Source: an optimization exercise on an open RTL-to-GDS flow (aim: small area and a short achievable clock period). Production flows keep margins and buffers that such runs may drop. In this exercise RTL edits were held to simulation tests only and were not proved equivalent to the original. In every run shown here, the design's own scripts or RTL, not TritonCTS, make the clock network. The clock port is modelled as an ideal driver, which makes a skipped or thinned clock tree look cheaper than it is; a real chip needs a root buffer or a tree. Power and IR drop assume default switching activity.

File: flow/config.mk
export PLATFORM = sky130hd
export DESIGN_NAME = abcd_output
export DESIGN_NICKNAME = abcd_output
export VERILOG_FILES = /design/flow/design.v
export SDC_FILE = /design/flow/constraint.sdc
export NUM_CORES = 4
export LEC_CHECK = 0
export ABC_AREA = 1
export CAP_MARGIN = 20
export CORE_MARGIN = 2
export CORE_UTILIZATION = 60
export SLEW_MARGIN = 20
File: flow/constraint.sdc
create_clock -name core_clock -period 110.0 [get_ports {clk}]
set_input_delay 22.0000 -clock core_clock [delete_from_list [all_inputs] [get_ports {clk}]]
set_output_delay 22.0000 -clock core_clock [all_outputs]
set_load 0.01 [all_outputs]
File: flow/design.v
module abcd_output
(
	input clk,
	input rstn,
	input rx_pin_in,
	output ch_a_output, ch_b_output, ch_c_output, ch_d_output
);
	reg init;
	always @(posedge clk or negedge rstn)
		if (!rstn)
			init <= 1'b1;
		else
			init <= 1'b0;
	reg h2l_f1, h2l_f2;
	always @(posedge clk or negedge rstn)
		if (!rstn) begin
			h2l_f1 <= 1'b1;
			h2l_f2 <= 1'b1;
		end else begin
			h2l_f1 <= rx_pin_in;
			h2l_f2 <= h2l_f1;
		end
	wire h2l = h2l_f2 & ~h2l_f1;
	reg [3:0] st;							 
	reg [12:0] cnt;							 
	wire counting = (st != 4'd0) && (st <= 4'd12);
	wire bps = (st == 4'd1) ? (cnt[11] & cnt[9] & cnt[5] & cnt[3] & cnt[2])
	                         : (cnt[12] & cnt[10] & cnt[6] & cnt[4] & cnt[2] & cnt[1] & cnt[0]);
	always @(posedge clk)
		if (counting && !bps)
			cnt <= cnt + 1'b1;
		else
			cnt <= 13'd0;
	always @(posedge clk or negedge rstn)
		if (!rstn)
			st <= 4'd0;
		else case (st)
			4'd0, 4'd15: st <= h2l ? 4'd1 : 4'd0;
			4'd12, 4'd13, 4'd14: st <= st + 1'b1;
			default: if (bps) st <= st + 1'b1;
		endcase
	reg [15:0] sr;
	wire sample = bps && (st >= 4'd2) && (st <= 4'd9);
	always @(posedge clk)
		if (sample)
			sr <= {rx_pin_in, sr[15:1]};
	wire [7:0] rdata = sr[15:8];
	wire byte_ev = (st == 4'd15);			 
	reg [1:0] cst;							 
	reg [2:0] func;							 
	wire [2:0] func_code =
		(rdata[7:3] == 5'b01000 && rdata[2:0] != 3'd7) ? rdata[2:0] :
		(rdata == 8'd83) ? 3'd7 : 3'd0;
	always @(posedge clk or negedge rstn)
		if (!rstn)
			cst <= 2'd0;
		else if (byte_ev)
			cst <= (cst == 2'd1) ? 2'd2 : (cst == 2'd0) ? 2'd1 : 2'd0;
	always @(posedge clk)
		if (byte_ev && cst == 2'd0)
			func <= func_code;
	wire [15:0] value = {sr[7:0], sr[15:8]};
	wire commit = byte_ev && (cst == 2'd2);
	localparam [31:0] DIVIDEND = 32'd50000000;
	wire [4:0] cl = cnt[4:0];
	wire [4:0] bidx = 5'd26 - cl;
	wire dbit = DIVIDEND[bidx] & st[0] & st[1];
	wire rclr = (cl == 5'd0) && st[0] && st[1];	 
	reg [15:0] nrem;
	reg [15:0] nquo;
	wire [16:0] nr2 = {nrem, ~dbit};
	wire [16:0] sum;
	wire co;
	add_c #(17) u_div (.a(nr2), .b({1'b0, value}), .s(sum), .co(co));
	wire ge = ~co;
	always @(posedge clk) begin
		nrem <= rclr ? 16'hffff : (ge ? sum[15:0] : nr2[15:0]);
		nquo <= {nquo[14:0], co};
	end
	reg [9:0] delay_a, delay_b, delay_c, delay_d, duty;
	reg [15:0] nframe, ntick;				 
	wire nz = (value != 16'd0);
	wire [9:0] vsat = value[9:0] | {10{|value[15:10]}};
	wire wr_a = commit && func == 3'd1;
	wire wr_b = commit && func == 3'd2;
	wire wr_c = commit && func == 3'd3;
	wire wr_d = commit && func == 3'd4;
	wire wr_e = commit && func == 3'd5;
	always @(posedge clk) begin
		if (init | wr_a) delay_a <= init ? 10'd0 : vsat;
		if (init | wr_b) delay_b <= init ? 10'd10 : vsat;
		if (init | wr_c) delay_c <= init ? 10'd20 : vsat;
		if (init | wr_d) delay_d <= init ? 10'd30 : vsat;
		if (init | wr_e) duty <= init ? 10'd5 : vsat;
	end
	wire wr_f = commit && nz && func == 3'd6;
	wire wr_s = commit && nz && func == 3'd7;
	always @(posedge clk) begin
		if (init | wr_f) nframe <= init ? ~16'd19264 : nquo;	 
		if (init | wr_s) ntick <= init ? ~16'd50000 : nquo;	 
	end
	reg [15:0] fcnt, tcnt;
	reg [9:0] tnum;
	reg oa, ob, oc, od;
	wire frame_c, tick_c;
	cmp_chain #(16) u_fr (.a(fcnt), .nb(nframe), .ci(1'b1), .co(frame_c));
	cmp_chain #(16) u_tk (.a(tcnt), .nb(ntick), .ci(1'b1), .co(tick_c));
	wire frame = frame_c & ~init;
	wire tick = tick_c & ~init;
	wire [15:0] fcnt_inc, tcnt_inc;
	wire [9:0] m;
	incr #(16) u_fi (.a(fcnt), .ci(~tick), .s(fcnt_inc));
	incr #(16) u_ti (.a(tcnt), .ci(1'b1), .s(tcnt_inc));
	incr #(10) u_ni (.a(tnum), .ci(tick), .s(m));		 
	wire [9:0] w;
	wire wpos;
	sub_ge #(10) u_w (.a(m), .b(duty), .d(w), .ge(wpos));
	wire duty0 = ~|duty;
	wire force1 = frame | duty0;
	wire kill = force1 | ~wpos;
	wire [9:0] nb1 = ~(m & {10{~force1}});
	wire [9:0] nb2 = ~(w & {10{~kill}});
	wire g1a, g1b, g1c, g1d, g2a, g2b, g2c, g2d;
	cmp_chain #(10) u_1a (.a(delay_a), .nb(nb1), .ci(1'b0), .co(g1a));
	cmp_chain #(10) u_1b (.a(delay_b), .nb(nb1), .ci(1'b0), .co(g1b));
	cmp_chain #(10) u_1c (.a(delay_c), .nb(nb1), .ci(1'b0), .co(g1c));
	cmp_chain #(10) u_1d (.a(delay_d), .nb(nb1), .ci(1'b0), .co(g1d));
	cmp_chain #(10) u_2a (.a(delay_a), .nb(nb2), .ci(kill), .co(g2a));
	cmp_chain #(10) u_2b (.a(delay_b), .nb(nb2), .ci(kill), .co(g2b));
	cmp_chain #(10) u_2c (.a(delay_c), .nb(nb2), .ci(kill), .co(g2c));
	cmp_chain #(10) u_2d (.a(delay_d), .nb(nb2), .ci(kill), .co(g2d));
	wire upd = frame | tick;
	always @(posedge clk) begin
		fcnt <= (frame | init) ? {15'd0, init} : fcnt_inc;
		tcnt <= (upd | init) ? {15'd0, init} : tcnt_inc;
		tnum <= (frame | init) ? 10'd0 : m;
	end
	always @(posedge clk or negedge rstn)
		if (!rstn) begin
			oa <= 1'b0; ob <= 1'b0; oc <= 1'b0; od <= 1'b0;
		end else if (upd) begin
			oa <= ~g1a & g2a;
			ob <= ~g1b & g2b;
			oc <= ~g1c & g2c;
			od <= ~g1d & g2d;
		end
	assign ch_a_output = oa;
	assign ch_b_output = ob;
	assign ch_c_output = oc;
	assign ch_d_output = od;
endmodule
module cmp_chain #(parameter N = 16)
(
	input [N-1:0] a,
	input [N-1:0] nb,
	input ci,
	output co
);
	wire [N:0] c;
	assign c[0] = ci;
	genvar i;
	generate for (i = 0; i < N; i = i + 1) begin : g
		assign c[i+1] = (a[i] & nb[i]) | (c[i] & (a[i] | nb[i]));
	end endgenerate
	assign co = c[N];
endmodule
module add_c #(parameter N = 17)
(
	input [N-1:0] a,
	input [N-1:0] b,
	output [N-1:0] s,
	output co
);
	wire [N:0] c;
	assign c[0] = 1'b0;
	genvar i;
	generate for (i = 0; i < N; i = i + 1) begin : g
		assign s[i] = a[i] ^ b[i] ^ c[i];
		assign c[i+1] = (a[i] & b[i]) | (c[i] & (a[i] | b[i]));
	end endgenerate
	assign co = c[N];
endmodule
module incr #(parameter N = 16)
(
	input [N-1:0] a,
	input ci,
	output [N-1:0] s
);
	wire [N:0] c;
	assign c[0] = ci;
	genvar i;
	generate for (i = 0; i < N; i = i + 1) begin : g
		assign s[i] = a[i] ^ c[i];
		assign c[i+1] = a[i] & c[i];
	end endgenerate
endmodule
module sub_ge #(parameter N = 17)
(
	input [N-1:0] a,
	input [N-1:0] b,
	output [N-1:0] d,
	output ge
);
	wire [N:0] c;
	assign c[0] = 1'b1;
	genvar i;
	generate for (i = 0; i < N; i = i + 1) begin : g
		assign d[i] = a[i] ^ ~b[i] ^ c[i];
		assign c[i+1] = (a[i] & ~b[i]) | (c[i] & (a[i] | ~b[i]));
	end endgenerate
	assign ge = c[N];
endmodule
File: flow/flow/run.sh
#!/bin/bash
# Own layout flow: the standard ORFS flow with
#  - a stronger area-oriented ABC script for the synthesis's logic mapping
#    (registers are mapped before ABC, so they are the standard synthesis's),
#  - a hand-built clock tree (flow/manual_cts.tcl) and the port-buffer
#    options given in flow/opts.sh.
# Each step's full output goes to a log file in this folder and in orfs/logs.
set -euo pipefail
W=$PWD
rm -rf "$W/scripts_mod"
cp -r "$FLOW_HOME/scripts" "$W/scripts_mod"
cp "$W/flow/abc_area.script" "$W/scripts_mod/abc_area.script"
# clock tree: flow/manual_cts.tcl in place of TritonCTS when MANUAL_CTS is set
cp "$W/flow/manual_cts.tcl" "$W/scripts_mod/manual_cts.tcl"
python3 - "$W/scripts_mod/cts.tcl" <<'PYEOF'
import sys
p = sys.argv[1]
s = open(p).read()
old = "log_cmd clock_tree_synthesis {*}$cts_args"
assert old in s
s = s.replace(old, """if { [env_var_exists_and_non_empty MANUAL_CTS] } {
  source $::env(SCRIPTS_DIR)/manual_cts.tcl
  manual_cts {*}$::env(MANUAL_CTS)
} else {
  log_cmd clock_tree_synthesis {*}$cts_args
}""")
open(p, "w").write(s)
PYEOF
source "$W/flow/opts.sh"
bash "$W/standard.sh" SCRIPTS_DIR="$W/scripts_mod" "${EXTRA_ARGS[@]}" finish > "$W/standard_flow.log" 2>&1
File: flow/flow/abc_area.script
strash
balance -l;resub -K 6 -l;rewrite -l;resub -K 6 -N 2 -l;refactor -l;resub -K 8 -l;balance -l;resub -K 8 -N 2 -l;rewrite -l;resub -K 10 -l;rewrite -z -l;resub -K 10 -N 2 -l;balance -l;resub -K 12 -l;refactor -z -l;resub -K 12 -N 2 -l;rewrite -z -l;balance -l
&get -n
&dch -f
&nf -a -p -R 1000
&put
File: flow/flow/manual_cts.tcl
# Clock tree built by hand, in two levels: the clock port drives one root
# buffer at the centre of the flip-flops, which drives NLEAF leaf buffers,
# each driving the flip-flops of one region of the placement (the sinks are
# split at the median x, then each half at its median y, and so on).  Every
# flip-flop gets the clock through the same two buffer types, so all see
# about the same clock arrival.
proc manual_cts { nleaf leafbuf rootbuf } {
  set block [ord::get_db_block]
  set db [ord::get_db]
  set lmaster [$db findMaster $leafbuf]
  set rmaster [$db findMaster $rootbuf]
  set clk_net [$block findNet clk]
  set sinks {}
  foreach it [$clk_net getITerms] {
    lappend sinks $it
  }
  puts "manual_cts: [llength $sinks] sinks on [$clk_net getName]"
  set groups [list $sinks]
  set axis x
  while { [llength $groups] < $nleaf } {
    set new {}
    foreach g $groups {
      set keyed {}
      foreach it $g {
        set loc [[$it getInst] getLocation]
        set k [expr { $axis eq "x" ? [lindex $loc 0] : [lindex $loc 1] }]
        lappend keyed [list $k $it]
      }
      set keyed [lsort -integer -index 0 $keyed]
      set half [expr { [llength $keyed] / 2 }]
      set a {}
      set b {}
      set i 0
      foreach e $keyed {
        if { $i < $half } { lappend a [lindex $e 1] } else { lappend b [lindex $e 1] }
        incr i
      }
      lappend new $a $b
    }
    set groups $new
    set axis [expr { $axis eq "x" ? "y" : "x" }]
  }
  # root buffer
  set root [odb::dbInst_create $block $rmaster "clkbuf_manual_root"]
  set rnet [odb::dbNet_create $block "clknet_manual_root"]
  $rnet setSigType CLOCK
  [$root findITerm A] connect $clk_net
  [$root findITerm X] connect $rnet
  set n 0
  set tx 0
  set ty 0
  foreach g $groups {
    set sx 0
    set sy 0
    foreach it $g {
      set loc [[$it getInst] getLocation]
      set sx [expr { $sx + [lindex $loc 0] }]
      set sy [expr { $sy + [lindex $loc 1] }]
    }
    set cx [expr { $sx / [llength $g] }]
    set cy [expr { $sy / [llength $g] }]
    set inst [odb::dbInst_create $block $lmaster "clkbuf_manual_$n"]
    set net [odb::dbNet_create $block "clknet_manual_$n"]
    $net setSigType CLOCK
    foreach it $g {
      $it disconnect
      $it connect $net
    }
    [$inst findITerm A] connect $rnet
    [$inst findITerm X] connect $net
    $inst setLocation $cx $cy
    $inst setPlacementStatus PLACED
    puts "manual_cts: leaf $n at ($cx, $cy) drives [llength $g] sinks"
    set tx [expr { $tx + $cx }]
    set ty [expr { $ty + $cy }]
    incr n
  }
  $root setLocation [expr { $tx / $n }] [expr { $ty / $n }]
  $root setPlacementStatus PLACED
  $clk_net setSigType CLOCK
  set_propagated_clock [all_clocks]
}
File: flow/flow/opts.sh
# make variables passed to standard.sh (they override the ones it sets)
EXTRA_ARGS=(
  "ADDER_MAP_FILE="
  "MANUAL_CTS=16 sky130_fd_sc_hd__clkbuf_8 sky130_fd_sc_hd__clkbuf_16"
  "BUFFER_PORTS_ARGS=-buffer_cell sky130_fd_sc_hd__buf_2"
)
File: flow/standard.sh
#!/bin/bash
# synth_recipe.tcl (not shown) runs the flow's synth.tcl, then flattens the netlist and writes it again
# the make line also repeats each setting of config.mk as NAME=value (left out here)
make -C /OpenROAD-flow-scripts/flow DESIGN_CONFIG=/design/flow/config.mk WORK_HOME=/design/flow/orfs CLKGATE_MAP_FILE= SYNTH_SCRIPT=/design/flow/synth_recipe.tcl "${@:-finish}"
==> flow_summary.ini, run 1 <==
[detailed_routing]
dr_wl_met2_mm = 7.68
avgRoutedWirePerCell_um = 16.7
wl_met3_um = 504
highest_layer = met4
drt-met1-wl_mm = 8.13
drc_errors = 0
vias = 6125
drt_first_iter_violations = 423
vias_per_cell = 6.15
ant_nets = 0
drt_pass1_iterations = 5
wl_mm = 16.7

[floorplanning]
fp-row-count = 43
ios = 7
die_h_um = 124
die_area_um2 = 15300
dieWidth_um = 124
core_area_um2 = 13900
start_util_pct = 61.6

[cells_and_area]
drive_above_1_share_pct = 4.78
syn2layout_area_growth_pct = 6.91
seqCellArea_um2 = 5100
nFillCells = 1092
final_cells = 996
nets = 821
multi_input_area_um2 = 3500
finalInstanceArea_um2 = 9180
n_antenna_cell = 0

[synthesis]
synth_flop_cell = edfxtp_1
yosys-top-cells-count = edfxtp_1 (101), nor2_1 (89), dfxtp_1 (87)
ys_top_cells_by_area = edfxtp_1 (35%), dfxtp_1 (20%), a21oi_1 (3.9%), nor2_1 (3.9%), xnor2_1 (3.9%)
syn_nets = 788
synth_cells = 785
yosys.area.top_type = edfxtp_1
ys_async_sr_fraction_pct = 6.47
synth_seq_cells = 201
ys_seq_area_share_pct = 59.4
yosysWarningCount = 1
synth-edff-count = 101
synth.most_common_cell = edfxtp_1
netlist_area_um2 = 8590
avgSynthCellArea_um2 = 10.9
synth_top_area_share_pct = 35.3
synth_cell_types = 47

[min_path]
worstHoldPathCells = 0
min_path_type = reg2reg

[timing]
hold_ws_ps = 344
setup_viol = 0
fmax_mhz = 43.6
setup-tns-final_ps = 0
tightest_slew_ps = 1000
skew_ps = 20.4
hold_viol = 0
finalCriticalPeriod_ps = 22930
min_period_over_period_pct = 20.8
rsz0062_at_grt = false
report.final.slew_viol_count = 0
slew_headroom_pct = 33.1

[clock_network]
insertion_delay_ps = 400
cts_setup_buffers = 0
clkTransAtPathRegs_ps = 90
post_cts_resized = 0
cts_hold_buf = 0

[outcome]
status = no timing/DRC/antenna violations

[setup_path]
crit_chain = buf_2
cp_slowest_cell = dfrtp_1
path_delay_family = flip-flops
endpoint_kind = output pin
path_buf_inv = 1
crit_type = reg2out
reg2reg_slack_ps = 100860
worst_path_largest_cell_delay_ps = 390
cp_max_fo = 2
cp.depth = 1
reg2reg_depth = 39
worstPathRequired_ps = 88000
worstPathArrival_ps = 930
startpoint_type = flop

[place]
numPortBuffers = 6
placed_cell_area_um2 = 8930
globalplace.congestion = 0.839
place_inst = 979
hpwlAfterDp_mm = 12.0

[global_routing]
grt_pass1_vias = 5806
grt.overflow.total = 0
antenna_found_initial = 0
grt_max_degree = 34
grt_usage_pct = 22.1
grt_pass1_wl_mm = 27.5

[power_and_ir_drop]
power.density_nw_per_um2 = 18.4
clkPwrFrac_pct = 21.3
intPower_uw = 121
swShare_pct = 28.2
netSwitchingPower_uw = 47.6
ir_worst_vdd_mv = 0.0202
seqPwrFrac_pct = 60.3
finalPower_uw = 169
p_leak_uw = 0.00311
pwr-share-comb_pct = 18.4

[run]
maxCapViolCount = 0
==> sequential cells by signal (all words and copies together), names as in the netlist, 13 cells and up <==
name,cells
cnt,13
fcnt,16
nframe,16
nquo,16
nrem,16
ntick,16
sr,16
tcnt,16
==> power groups by stage <==
| stage | clock, uW | combinational, uW | sequential [uW] |
|---|---|---|---|
| 2_1_floorplan | 0 | 25.2 | 101 |
| 3_3_place_gp | 0 | 29.4 | 103 |
| 3_5_place_dp | 0 | 30.7 | 103 |
| 4_1_cts | 37.6 | 31.1 | 102 |
| 5_1_grt | 39.8 | 35.5 | 104 |
| 6_report | 36.0 | 31.0 | 102 |
==> cell families (layout without fill, tap and decap cells) <==
logic type | Yosys count | after routing | share of synthesized area (%)
other | 1 | 1 | 0.0437
AND/OR/NAND/NOR | 272 | 272 | 15.2
XOR/XNOR | 60 | 60 | 6.12
AO/OA/AOI/OAI | 227 | 227 | 16.6
flip-flops | 201 | 201 | 59.4
buffers and inverters | 3 | 34 | 0.131
adder cells (fa/ha/maj) | 21 | 21 | 2.45
==> cell usage in the layout (no fill, tap or decap), drive strengths merged, types with 4 or more instances in the layout <==
master and n:
a21o 6, a21oi 67, a221o 6, a221oi 7
a22oi 20, a31oi 5, and2 12, and3 16
buf 14, clkbuf 17, dfrtp 10, dfxtp 87
edfxtp 101, maj3 21, nand2 55, nand2b 16
nand3 9, nor2 89, nor2b 12, nor3 30
nor3b 4, nor4 7, o2111ai 4, o211ai 4
o21a 6, o21ai 46, o221ai 8, o22ai 30
o31ai 5, or2 14, xnor2 38, xor2 22
==> per-stage QoR <==
step	worst slack (ps)	util [%]
after CTS	87040	65.8
after detailed placement	87500	64.1
after global placement	87510	64.1
after floorplan	87620	-
final	87070	65.9
after global routing	87030	65.9
==> routing by layer <==
layer  track usage [%]  vias up
li1                  -     3009
met2              37.4       94
met5                 0        -
met4              4.83        0
met1              31.8     2998
met3              1.60       24
==> final timing paths <==
check,from,endpoint
worst min register to register,nquo[5]$_DFF_P_,nquo[6]$_DFF_P_
worst max register to register,ntick[1]$_SDFFCE_PP1P_,ob$_DFFE_PN0P_
worst min-delay path,nquo[5]$_DFF_P_,nquo[6]$_DFF_P_
worst max-delay path,oa$_DFFE_PN0P_,ch_a_output
min in group asynchronous,rstn,oa$_DFFE_PN0P_
max in group asynchronous,rstn,h2l_f1$_DFF_PN1_
==> layout make-up <==
cell class                 count  area share (%)
buffer                        17            2.67
inverter                       3           0.123
timing repair buffer          14           0.981
sequential                   201            55.6
multi-input combinational    581            38.2
tap                          180            2.45
==> inputs of run 2 (changes only) <==
==> flow/flow/opts.sh (replaced) <==
# make variables passed to standard.sh (they override the ones it sets)
EXTRA_ARGS=(
  "ADDER_MAP_FILE="
  "MANUAL_CTS=8 sky130_fd_sc_hd__clkbuf_16 sky130_fd_sc_hd__clkbuf_16"
  "BUFFER_PORTS_ARGS=-buffer_cell sky130_fd_sc_hd__buf_2"
)
--- a/flow/config.mk
+++ b/flow/config.mk
@@ -7,6 +7,6 @@
 export LEC_CHECK = 0
 export ABC_AREA = 1
-export CAP_MARGIN = 20
+export CAP_MARGIN = 0
 export CORE_MARGIN = 2
 export CORE_UTILIZATION = 60
-export SLEW_MARGIN = 20
+export SLEW_MARGIN = 0
==> run 2 against run 1 <==
  * Still clean
  * Area after synthesis stayed put
  * Sequential share of layout area is 0.17 points higher
  * Utilization is 0.20 points lower
  * Global-route usage hardly changed
  * Critical path depth stayed put
  * Clock power is 1% lower
  * Hold slack better by 8.1 ps
  * First-iteration DRC count is 14% higher
  * Worst setup slack better by 11 ps
  * Critical path type unchanged
  * Critical endpoint is now ch_c_output
==> flow_summary.ini, run 2 <==
[power_and_ir_drop]
power.density_nw_per_um2 = 18.4
swShare_pct = 27.9
finalPower_uw = 168
intPower_uw = 121
clkPwrFrac_pct = 21.1
p_leak_uw = 0.00309
netSwitchingPower_uw = 46.9
pwr-share-comb_pct = 18.3
seqPwrFrac_pct = 60.6
ir_worst_vdd_mv = 0.0171

[global_routing]
antenna_found_initial = 0
grt_max_degree = 34
grt.overflow.total = 0
grt_pass1_wl_mm = 27.6
grt_pass1_vias = 5771
grt_usage_pct = 22.2

[place]
globalplace.congestion = 0.839
hpwlAfterDp_mm = 12.0
numPortBuffers = 6

[cells_and_area]
drive_above_1_share_pct = 3.84
syn2layout_area_growth_pct = 6.59
final_util_pct = 65.7
nets = 813
n_antenna_cell = 0
final_cell_mix = edfxtp_1 (101), nor2_1 (89), dfxtp_1 (87)
final_common_cell = edfxtp_1
nFillCells = 1102

[min_path]
min_path_type = reg2reg

[synthesis]
synth_cells = 785
yosysWarningCount = 1
avgSynthCellArea_um2 = 10.9
netlist_area_um2 = 8590
syn_nets = 788
synth_seq_cells = 201
ys_seq_area_share_pct = 59.4
synth.most_common_cell = edfxtp_1
yosys.area.top_type = edfxtp_1
ys_async_sr_fraction_pct = 6.47
synth_flop_cell = edfxtp_1
synth-edff-count = 101
ys_top_cells_by_area = edfxtp_1 (35%), dfxtp_1 (20%), a21oi_1 (3.9%), nor2_1 (3.9%), xnor2_1 (3.9%)
yosys-top-cells-count = edfxtp_1 (101), nor2_1 (89), dfxtp_1 (87)
synth_cell_types = 47
synth_top_area_share_pct = 35.3

[floorplanning]
fp-row-count = 43
ios = 7
die_area_um2 = 15300
start_util_pct = 61.6
dieWidth_um = 124
die_h_um = 124
core_area_um2 = 13900

[detailed_routing]
avgRoutedWirePerCell_um = 17.0
drt_pass1_iterations = 5
wl_mm = 16.8
drt_first_iter_violations = 481
ant_nets = 0
drc_errors = 0
vias_per_cell = 6.16
vias = 6091

[setup_path]
cp_max_fo = 2
endpoint_kind = output pin
startpoint = oc$_DFFE_PN0P_
crit_end = ch_c_output
cp.depth = 1
reg2reg_depth = 39
cp_slowest_cell = dfrtp_1
worstPathArrival_ps = 920
crit_type = reg2out
r2r_start = ntick[1]$_SDFFCE_PP1P_
crit_chain = buf_2
path_buf_inv = 1
path_delay_family = flip-flops
reg2reg_slack_ps = 100850
startpoint_type = flop
r2r_end = ob$_DFFE_PN0P_
worstPathRequired_ps = 88000
worst_path_largest_cell_delay_ps = 400

[timing]
finalCriticalPeriod_ps = 22920
skew_ps = 20.2
slew_headroom_pct = 25.8
setup-tns-final_ps = 0
hold_ws_ps = 352
rsz0062_at_grt = false
report.final.slew_viol_count = 0
min_period_over_period_pct = 20.8
setup_viol = 0
hold_viol = 0
fmax_mhz = 43.6
tightest_slew_ps = 1110

[clock_network]
post_cts_resized = 0
cts_setup_buffers = 0
cts_hold_buf = 0
clkTransAtPathRegs_ps = 110
insertion_delay_ps = 390

[run]
maxCapViolCount = 0

[outcome]
status = no timing/DRC/antenna violations
==> run 2: cell counts after synthesis <==
No cell type changed its count.
==> run 2: per-layer routing <==
| layer | track usage (%) | share of wire [%] | vias up |
|---|---|---|---|
| met2 | 38.7 | 47 | 122 |
| li1 | - | - | 2992 |
| met1 | 31.3 | 48 | 2958 |
| met4 | 3.34 | 1.6 | 0 |
| met5 | 0 | 0 | - |
| met3 | 1.69 | 3.5 | 19 |
==> run 2: layout make-up <==
cell class	count	area, um2	area share (%)
inverters	3	11.3	0.123
repair buffers	14	90.1	0.984
flip-flops and latches	201	5100	55.8
multi-input cells	581	3500	38.2
well taps	180	225	2.46
plain buffers	9	225	2.46
==> run 2: power groups by stage <==
stage               Sequential [uW]  Combinational (uW)  Clock [uW]
finish                          102                30.8        35.5
global route                    104                35.3        38.9
CTS                             102                31.1        36.4
detailed placement              103                30.7           0
global placement                103                29.4           0
floorplan                       101                25.2           0
==> run 2: kinds of logic after synthesis <==
kind of cell,synth area share (%)
AND/OR/NAND/NOR,15.2
AO/OA/AOI/OAI,16.6
flip-flops,59.4
XOR/XNOR,6.12
adder cells (fa/ha/maj),2.45
buffers and inverters,0.131
other,0.0437
==> run 2: worst min path at each step <==
| stage | start | to | slack (ps) | cells after the start |
|---|---|---|---|---|
| 2_1_floorplan | nquo[9]$_DFF_P_ | nquo[10]$_DFF_P_ | 320 | 0 |
| 3_3_place_gp | nquo[7]$_DFF_P_ | nquo[8]$_DFF_P_ | 330 | 0 |
| 3_5_place_dp | nquo[8]$_DFF_P_ | nquo[9]$_DFF_P_ | 330 | 0 |
| 4_1_cts | nquo[5]$_DFF_P_ | nquo[6]$_DFF_P_ | 350 | 0 |
| 5_1_grt | nquo[5]$_DFF_P_ | nquo[6]$_DFF_P_ | 360 | 0 |
| 6_report | nquo[5]$_DFF_P_ | nquo[6]$_DFF_P_ | 350 | 0 |
==> run 2: through the flow <==
stage / cell area (um2) / std cells / setup slack, ps
2_1_floorplan: 8590 / 785 / 87620
3_3_place_gp: 8930 / 979 / 87510
3_5_place_dp: 8930 / 979 / 87500
4_1_cts: 9150 / 988 / 87060
5_1_grt: 9150 / 988 / 87030
6_report: 9150 / 988 / 87080
==> inputs of run 3 (changes only) <==
--- a/flow/config.mk
+++ b/flow/config.mk
@@ -7,6 +7,8 @@
 export LEC_CHECK = 0
 export ABC_AREA = 1
-export CAP_MARGIN = 0
+export CAP_MARGIN = 20
 export CORE_MARGIN = 2
 export CORE_UTILIZATION = 60
-export SLEW_MARGIN = 0
+export GPL_ROUTABILITY_DRIVEN = 0
+export GPL_TIMING_DRIVEN = 0
+export SLEW_MARGIN = 20
==> run 3 against run 2 <==
  * Still clean on timing, DRC and antenna
  * Hold slack worse by 2.2 ps
  * Clock power hardly changed
  * First-iteration DRC count is 5.2% higher
  * Total power rose by 0.30%
  * Sequential power is essentially flat
  * Clock skew decreased by 9.0 ps
  * Die area stayed put
  * Combinational power up 2%
  * Maximum frequency about the same
  * Worst setup slack better by 19 ps
  * Critical path depth did not move
  * Global-route usage shrank 1.0 points
  * Critical path type unchanged
  * Critical endpoint is now ch_b_output
  * Largest cell class unchanged
  * Largest power group unchanged
==> flow_summary.ini, run 3 <==
[timing]
min_period_over_period_pct = 20.8
fmax_mhz = 43.7
skew_ps = 11.2
hold_viol = 0
tightest_slew_ps = 970
slew_headroom_pct = 35.0
finalCriticalPeriod_ps = 22900
setup-tns-final_ps = 0
rsz0062_at_grt = false
setup_viol = 0
report.final.slew_viol_count = 0

[cells_and_area]
final_common_cell = edfxtp_1
nets = 813
syn2layout_area_growth_pct = 7.07
final_cell_mix = edfxtp_1 (101), nor2_1 (89), dfxtp_1 (87)
drive_above_1_share_pct = 4.08
final_cells = 988
n_antenna_cell = 0

[setup_path]
cp_max_fo = 2
r2r_start = tcnt[1]$_SDFF_PN0_
cp_slowest_cell = dfrtp_1
crit_type = reg2out
crit_chain = buf_2
worst_path_largest_cell_delay_ps = 390
startpoint = ob$_DFFE_PN0P_
path_buf_inv = 1
worstPathRequired_ps = 88000
endpoint_kind = output pin
path_delay_family = flip-flops
startpoint_type = flop
worstPathArrival_ps = 900

[power_and_ir_drop]
power.density_nw_per_um2 = 18.3
p_leak_uw = 0.00310
clkPwrFrac_pct = 20.9
pwr-share-comb_pct = 18.6
swShare_pct = 27.9
ir_worst_vdd_mv = 0.0183
seqPwrFrac_pct = 60.5
netSwitchingPower_uw = 47.0
intPower_uw = 122

[synthesis]
yosys-top-cells-count = edfxtp_1 (101), nor2_1 (89), dfxtp_1 (87)
netlist_area_um2 = 8590
avgSynthCellArea_um2 = 10.9
ys_seq_area_share_pct = 59.4
ys_top_cells_by_area = edfxtp_1 (35%), dfxtp_1 (20%), a21oi_1 (3.9%), nor2_1 (3.9%), xnor2_1 (3.9%)
synth_cells = 785
ys_async_sr_fraction_pct = 6.47
yosys.area.top_type = edfxtp_1
synth_top_area_share_pct = 35.3
syn_nets = 788
synth.most_common_cell = edfxtp_1
synth-edff-count = 101
synth_seq_cells = 201
synth_cell_types = 47
yosysWarningCount = 1
synth_flop_cell = edfxtp_1

[clock_network]
cts_hold_buf = 0
insertion_delay_ps = 380
post_cts_resized = 0
clkTransAtPathRegs_ps = 90
cts_setup_buffers = 0

[detailed_routing]
vias = 5980
vias_per_cell = 6.05
drc_errors = 0
wl_mm = 16.1
drt_first_iter_violations = 506
drt_pass1_iterations = 7
avgRoutedWirePerCell_um = 16.3
ant_nets = 0

[global_routing]
grt_pass1_vias = 5544
grt_pass1_wl_mm = 26.5
grt_usage_pct = 21.1
grt_max_degree = 34
antenna_found_initial = 0
grt.overflow.total = 0

[outcome]
status = no timing/DRC/antenna violations

[min_path]
min_path_type = reg2reg
holdCritStartpoint = nquo[14]$_DFF_P_

[place]
hpwlAfterDp_mm = 11.7
place_inst = 979
numPortBuffers = 6

[floorplanning]
die_area_um2 = 15300
ios = 7
die_h_um = 124
start_util_pct = 61.6
core_area_um2 = 13900
dieWidth_um = 124
fp-row-count = 43

[run]
maxCapViolCount = 0
run 3: layer usage:
layer	wire length, um	share of wire [%]	vias up	GRT usage [%]
met5	0	0	-	0
met4	244	1.5	0	3.27
met3	625	3.9	19	1.69
met2	7310	45	102	34.1
met1	7920	49	2866	32.1
li1	-	-	2993	-
run 3: kinds of logic (layout without fill, tap and decap cells):
logic type	count (synthesis)	in the layout	share of synthesized area [%]
flops	201	201	59.4
xor+xnor	60	60	6.12
simple gates	272	272	15.2
buf+inv	3	26	0.131
other cells	1	1	0.0437
fa+ha+maj	21	21	2.45
compound gates	227	227	16.6
run 3: final timing paths:
path,slack (ps),to,cells after the start
worst max-delay path,87100,ch_b_output,1
worst min-delay path,350,nquo[15]$_DFF_P_,0
min in group asynchronous,21500,oa$_DFFE_PN0P_,1
max in group asynchronous,88220,h2l_f1$_DFF_PN1_,1
worst min register to register,350,nquo[15]$_DFF_P_,0
worst max register to register,100900,ob$_DFFE_PN0P_,39
run 3: metrics by stage:
| stage | total power [uW] | utilization (%) | worst slack (ps) | instance area [um2] | hold slack, ps |
|---|---|---|---|---|---|
| finish | 169 | 66.0 | 87100 | 9190 | 350 |
| CTS | 170 | 66.0 | 87080 | 9190 | 350 |
| global placement | 132 | 63.5 | 87510 | 8840 | 325 |
| floorplan | 126 | - | 87620 | 8590 | 324 |
| detailed placement | 135 | 64.4 | 87500 | 8970 | 329 |
| global route | 178 | 66.0 | 87060 | 9190 | 360 |
run 3: power by group through the flow:
stage	sequential (uW)	combinational (uW)	clock (uW)
global placement	103	28.8	0
CTS	102	31.7	36.2
global route	104	36.0	38.6
detailed placement	103	31.4	0
floorplan	101	25.2	0
finish	102	31.3	35.3
run 3: area by class of cell:
cell class | instances | area, um2
multi-input cells | 581 | 3520
repair buffers | 14 | 104
fillers | 1059 | 4740
inverters | 3 | 11.3
flip-flops and latches | 201 | 5100
well taps | 180 | 225
plain buffers | 9 | 225
==> inputs of run 4 (changes only) <==
--- a/flow/config.mk
+++ b/flow/config.mk
@@ -10,5 +10,4 @@
 export CORE_MARGIN = 2
 export CORE_UTILIZATION = 60
-export GPL_ROUTABILITY_DRIVEN = 0
 export GPL_TIMING_DRIVEN = 0
 export SLEW_MARGIN = 20
==> run 4 against run 3 <==
  * Final cell count stayed put
  * Maximum frequency stayed put
  * Sequential power hardly changed
  * First-iteration DRC count stayed put
  * Still clean
  * Largest power group unchanged
  * Combinational power hardly changed
  * Utilization stayed put
  * Area after synthesis stayed put
  * Sequential share of layout area stayed put
  * Critical path depth stayed put
==> flow_summary.ini, run 4 <==
[synthesis]
ys_async_sr_fraction_pct = 6.47
synth.most_common_cell = edfxtp_1
synth_cell_types = 47
synth_flop_cell = edfxtp_1
yosys.area.top_type = edfxtp_1
netlist_area_um2 = 8590
ys_seq_area_share_pct = 59.4
yosys-top-cells-count = edfxtp_1 (101), nor2_1 (89), dfxtp_1 (87)
synth_seq_cells = 201
synth_cells = 785
ys_top_cells_by_area = edfxtp_1 (35%), dfxtp_1 (20%), a21oi_1 (3.9%), nor2_1 (3.9%), xnor2_1 (3.9%)
yosysWarningCount = 1
synth-edff-count = 101
syn_nets = 788
avgSynthCellArea_um2 = 10.9
synth_top_area_share_pct = 35.3

[floorplanning]
core_area_um2 = 13900
ios = 7
die_area_um2 = 15300
die_h_um = 124
fp-row-count = 43
start_util_pct = 61.6
dieWidth_um = 124

[outcome]
status = no timing/DRC/antenna violations

[min_path]
min_path_type = reg2reg
worstHoldPathCells = 0

[setup_path]
worstPathRequired_ps = 88000
cp.depth = 1
crit_type = reg2out
worst_path_largest_cell_delay_ps = 390
crit_chain = buf_2
reg2reg_depth = 39
cp_max_fo = 2
cp_slowest_cell = dfrtp_1
endpoint_kind = output pin
path_delay_family = flip-flops
path_buf_inv = 1
worstPathArrival_ps = 900
startpoint_type = flop

[timing]
setup-tns-final_ps = 0
setup_ws_ps = 87100
rsz0062_at_grt = false
fmax_mhz = 43.7
min_period_over_period_pct = 20.8
report.final.slew_viol_count = 0
finalCriticalPeriod_ps = 22900
setup_viol = 0
slew_headroom_pct = 35.0
tightest_slew_ps = 970
skew_ps = 11.2
hold_ws_ps = 350
hold_viol = 0

[detailed_routing]
ant_nets = 0
vias = 5980
avgRoutedWirePerCell_um = 16.3
drc_errors = 0
wl_mm = 16.1
drt_pass1_iterations = 7
vias_per_cell = 6.05
drt_first_iter_violations = 506

[clock_network]
cts_hold_buf = 0
insertion_delay_ps = 380
post_cts_resized = 0
clkTransAtPathRegs_ps = 90
cts_setup_buffers = 0

[place]
post-place-ws_ps = 87500
placed_cell_area_um2 = 8970
globalplace.congestion = 0.887
hpwlAfterDp_mm = 11.7
numPortBuffers = 6

[power_and_ir_drop]
power.density_nw_per_um2 = 18.3
ir_worst_vdd_mv = 0.0183
p_leak_uw = 0.00310
finalPower_uw = 169

[global_routing]
grt_pass1_wl_mm = 26.5
grt_usage_pct = 21.1
grt_max_degree = 34
antenna_found_initial = 0
grt.overflow.total = 0
grt_pass1_vias = 5544

[cells_and_area]
final_common_cell = edfxtp_1
finalInstanceArea_um2 = 9190
syn2layout_area_growth_pct = 7.07
drive_above_1_share_pct = 4.08
nets = 813
final_cell_mix = edfxtp_1 (101), nor2_1 (89), dfxtp_1 (87)
n_antenna_cell = 0

[run]
maxCapViolCount = 0
-- run 4: cell counts after synthesis --
Identical to the previous run, type by type.
-- run 4: power breakdown --
| group | internal (uW) | switching, uW | leakage [uW] |
|---|---|---|---|
| Sequential | 92.1 | 9.92 | 0.00184 |
| Clock | 14.8 | 20.5 | 0.000111 |
| Combinational | 14.7 | 16.6 | 0.00115 |
| Total | 122 | 47.0 | 0.00310 |
-- run 4: layout make-up --
cell class	count	area, um2
timing repair buffer	14	104
buffer	9	225
sequential	201	5100
multi-input combinational	581	3520
inverter	3	11.3
fill	1059	4740
tap	180	225
-- run 4: path summary, 6_finish.rpt --
| kind | slack, ps | endpoint | start |
|---|---|---|---|
| max in group asynchronous | 88220 | h2l_f1$_DFF_PN1_ | rstn |
| min in group asynchronous | 21500 | oa$_DFFE_PN0P_ | rstn |
| hold / removal | 350 | nquo[15]$_DFF_P_ | nquo[14]$_DFF_P_ |
| setup / recovery | 87100 | ch_b_output | ob$_DFFE_PN0P_ |
| setup reg to reg | 100900 | ob$_DFFE_PN0P_ | tcnt[1]$_SDFF_PN0_ |
| hold reg to reg | 350 | nquo[15]$_DFF_P_ | nquo[14]$_DFF_P_ |
-- run 4: through the flow --
| step | util, % | instances |
|---|---|---|
| global route | 66.0 | 988 |
| finish | 66.0 | 988 |
| detailed placement | 64.4 | 979 |
| global placement | 63.5 | 971 |
| floorplan | - | 785 |
| CTS | 66.0 | 988 |
-- run 4: layer usage --
layer  global-route usage (%)  wire (um)
met2                     34.1       7310
met4                     3.27        244
met1                     32.1       7920
met3                     1.69        625
met5                        0          0
-- run 4: kinds of logic (layout without fill, tap and decap cells) --
| group | Yosys count | count (layout) | share of synthesized area, % |
|---|---|---|---|
| AO/OA/AOI/OAI | 227 | 227 | 16.6 |
| AND/OR/NAND/NOR | 272 | 272 | 15.2 |
| XOR/XNOR | 60 | 60 | 6.12 |
| adder cells (fa/ha/maj) | 21 | 21 | 2.45 |
| flip-flops | 201 | 201 | 59.4 |
| buffers and inverters | 3 | 26 | 0.131 |
| other | 1 | 1 | 0.0437 |
==> inputs of run 5 (changes only) <==
--- a/flow/config.mk
+++ b/flow/config.mk
@@ -10,4 +10,3 @@
 export CORE_MARGIN = 2
 export CORE_UTILIZATION = 60
-export GPL_TIMING_DRIVEN = 0
 export SLEW_MARGIN = 20
==> run 5 against run 4 <==
  * Sequential share of layout area up 0.20 points
  * Largest cell class unchanged
  * Design area decreased by 0.37%
  * Sequential cell count did not move
  * Critical path depth unchanged
  * Final cell count stayed put
  * First-iteration DRC count down 2.6%
  * Hold slack better by 2.4 ps
  * Global-route usage is 1.0 points higher
==> flow_summary.ini, run 5 <==
[detailed_routing]
drc_errors = 0
drt_pass1_iterations = 5
vias = 6093
vias_per_cell = 6.17
drt_first_iter_violations = 493
wl_mm = 16.8
ant_nets = 0
avgRoutedWirePerCell_um = 17.0

[synthesis]
synth_cells = 785
synth_cell_types = 47
ys_top_cells_by_area = edfxtp_1 (35%), dfxtp_1 (20%), a21oi_1 (3.9%), nor2_1 (3.9%), xnor2_1 (3.9%)
synth_xor_area_share_pct = 6.12
synth.most_common_cell = edfxtp_1
yosys.area.top_type = edfxtp_1
yosys.area_share.simple_pct = 15.2
synth_top_area_share_pct = 35.3
ys_seq_area_share_pct = 59.4
synth-edff-count = 101
synth_top_family_by_area = compound AO/OA/AOI/OAI gates
synth_flop_cell = edfxtp_1
yosys-top-cells-count = edfxtp_1 (101), nor2_1 (89), dfxtp_1 (87)
synth-compound-area-share_pct = 16.6
synth_seq_cells = 201
syn_nets = 788
avgSynthCellArea_um2 = 10.9
synthAdderAreaFrac_pct = 2.45
yosysWarningCount = 1
ys_async_sr_fraction_pct = 6.47
netlist_area_um2 = 8590
synth_mux_area_share_pct = 0

[timing]
min_period_over_period_pct = 20.8
hold_viol = 0
skew_ps = 18.8
tightest_slew_ps = 1060
finalCriticalPeriod_ps = 22920
slew_headroom_pct = 29.7
rsz0062_at_grt = false
report.final.slew_viol_count = 0
setup_viol = 0
setup-tns-final_ps = 0
fmax_mhz = 43.6

[power_and_ir_drop]
ir_worst_vdd_mv = 0.0172
power.density_nw_per_um2 = 18.4
netSwitchingPower_uw = 46.9
pwr-share-comb_pct = 18.5
intPower_uw = 121
seqPwrFrac_pct = 60.5
swShare_pct = 27.9
clkPwrFrac_pct = 21.0
p_leak_uw = 0.00309

[floorplanning]
dieWidth_um = 124
start_util_pct = 61.6
die_h_um = 124
core_area_um2 = 13900
fp-row-count = 43
ios = 7
die_area_um2 = 15300

[clock_network]
insertion_delay_ps = 380
cts_setup_buffers = 0
post_cts_resized = 0
clkTransAtPathRegs_ps = 100
cts_hold_buf = 0

[cells_and_area]
nets = 813
seqCellArea_um2 = 5100
final_cell_mix = edfxtp_1 (101), nor2_1 (89), dfxtp_1 (87)
finalInstanceArea_um2 = 9160
final_common_cell = edfxtp_1
drive_above_1_share_pct = 3.84
multi_input_area_um2 = 3500
n_antenna_cell = 0
syn2layout_area_growth_pct = 6.67
nFillCells = 1101

[global_routing]
grt_pass1_wl_mm = 27.6
grt_max_degree = 34
grt.overflow.total = 0
antenna_found_initial = 0
grt_pass1_vias = 5771
grt_usage_pct = 22.2

[setup_path]
worstPathRequired_ps = 88000
startpoint_type = flop
cp.depth = 1
cp_slowest_cell = dfrtp_1
reg2reg_depth = 39
worstPathArrival_ps = 920
endpoint_kind = output pin
crit_chain = buf_2
worst_path_largest_cell_delay_ps = 400
path_delay_family = flip-flops
cp_max_fo = 2
crit_type = reg2out
path_buf_inv = 1

[place]
globalplace.congestion = 0.839
numPortBuffers = 6
placed_cell_area_um2 = 8930
hpwlAfterDp_mm = 12.0

[min_path]
min_path_type = reg2reg
worstHoldPathCells = 0

[run]
maxCapViolCount = 0

[outcome]
status = no timing/DRC/antenna violations
run 5: cell count changes in the layout (fill, tap and decap cells not counted), moves of 2 or more:
| cell | change |
|---|---|
| buf_4 | +6 |
| buf_6 | -3 |
| buf_2 | -2 |
| o31ai_1 | +2 |
| o31ai_4 | -2 |
run 5: cell type report:
cell class                      instances  share of cell area [%]
Sequential cell                       201                    55.7
Multi-Input combinational cell        581                    38.3
Buffer                                  9                    2.46
Tap cell                              180                    2.46
Timing Repair Buffer                   14                   0.983
Inverter                                3                   0.123
run 5: stage by stage:
step | utilization, % | hold slack [ps] | total power [uW] | setup slack (ps) | std cells
finish | 65.7 | 352 | 168 | 87080 | 988
global route | 65.7 | 356 | 178 | 87030 | 988
detailed placement | 64.1 | 329 | 134 | 87500 | 979
CTS | 65.7 | 349 | 169 | 87060 | 988
global placement | 64.1 | 326 | 132 | 87510 | 979
floorplan | - | 324 | 126 | 87620 | 785
run 5: path summary, 6_finish.rpt:
path	startpoint	to	slack, ps
hold reg to reg	nquo[8]$_DFF_P_	nquo[9]$_DFF_P_	350
setup / recovery	oc$_DFFE_PN0P_	ch_c_output	87080
max in group asynchronous	rstn	h2l_f1$_DFF_PN1_	88220
min in group asynchronous	rstn	oa$_DFFE_PN0P_	21480
hold / removal	nquo[8]$_DFF_P_	nquo[9]$_DFF_P_	350
setup reg to reg	ntick[1]$_SDFFCE_PP1P_	ob$_DFFE_PN0P_	100850
run 5: routing by layer:
metal | GRT usage (%) | share of wire, % | vias to the layer above
li1 | - | - | 2993
met1 | 31.3 | 48 | 2971
met2 | 38.7 | 47 | 114
met3 | 1.69 | 3.5 | 15
met4 | 3.34 | 1.6 | 0
met5 | 0 | 0 | -
run 5: power by group through the flow:
stage	Sequential [uW]	Clock [uW]	Combinational (uW)
3_3_place_gp	103	0	29.4
2_1_floorplan	101	0	25.2
4_1_cts	102	36.4	31.1
6_report	102	35.4	31.1
3_5_place_dp	103	0	30.7
5_1_grt	104	38.9	35.6
run 5: cells by family (layout without fill, tap and decap cells):
kind of cell               after synthesis  count (layout)
AOI/OAI and AO/OA                      227             227
and+or+nand+nor                        272             272
other                                    1               1
DFF                                    201             201
buffers and inverters                    3              26
xor gates and xnor gates                60              60
adders and majority gates               21              21

==> separate check: timing with driven ports <==
The results above use ideal ports. As a check the final layouts listed here were re-extracted and re-timed, cells and wires unchanged. Step 1 (the two cells are an assumption about what drives the block):
set clk [get_ports {clk}]
set_driving_cell -lib_cell sky130_fd_sc_hd__clkbuf_16 $clk
set_driving_cell -lib_cell sky130_fd_sc_hd__buf_2 [delete_from_list [all_inputs] $clk]
Step 2 moves the port delays by t, midway between the first and last clock arrival at a register: inputs arrive t later, outputs are due t later. That takes back most of the time a late clock gives input paths. a / b / c = ideal ports / drivers / drivers and shift; a / b = the first two.
run | t, ns | setup WS [ns] | hold slack, ns | worst setup path at the end | worst register clock-pin slew, ns
run 1 | 0.426 | 87.067 / 87.029 / 87.455 | 0.344 / 0.344 / 0.344 | register to output | 0.09 / 0.09
run 2 | 0.413 | 87.078 / 87.040 / 87.453 | 0.352 / 0.352 / 0.352 | register to output | 0.11 / 0.11
run 3 | 0.409 | 87.096 / 87.059 / 87.468 | 0.350 / 0.350 / 0.350 | register to output | 0.10 / 0.10
run 4 | 0.409 | 87.096 / 87.059 / 87.468 | 0.350 / 0.350 / 0.350 | register to output | 0.10 / 0.10
run 5 | 0.412 | 87.079 / 87.042 / 87.454 | 0.352 / 0.352 / 0.352 | register to output | 0.10 / 0.10
After both steps setup and hold are still met in every run listed.
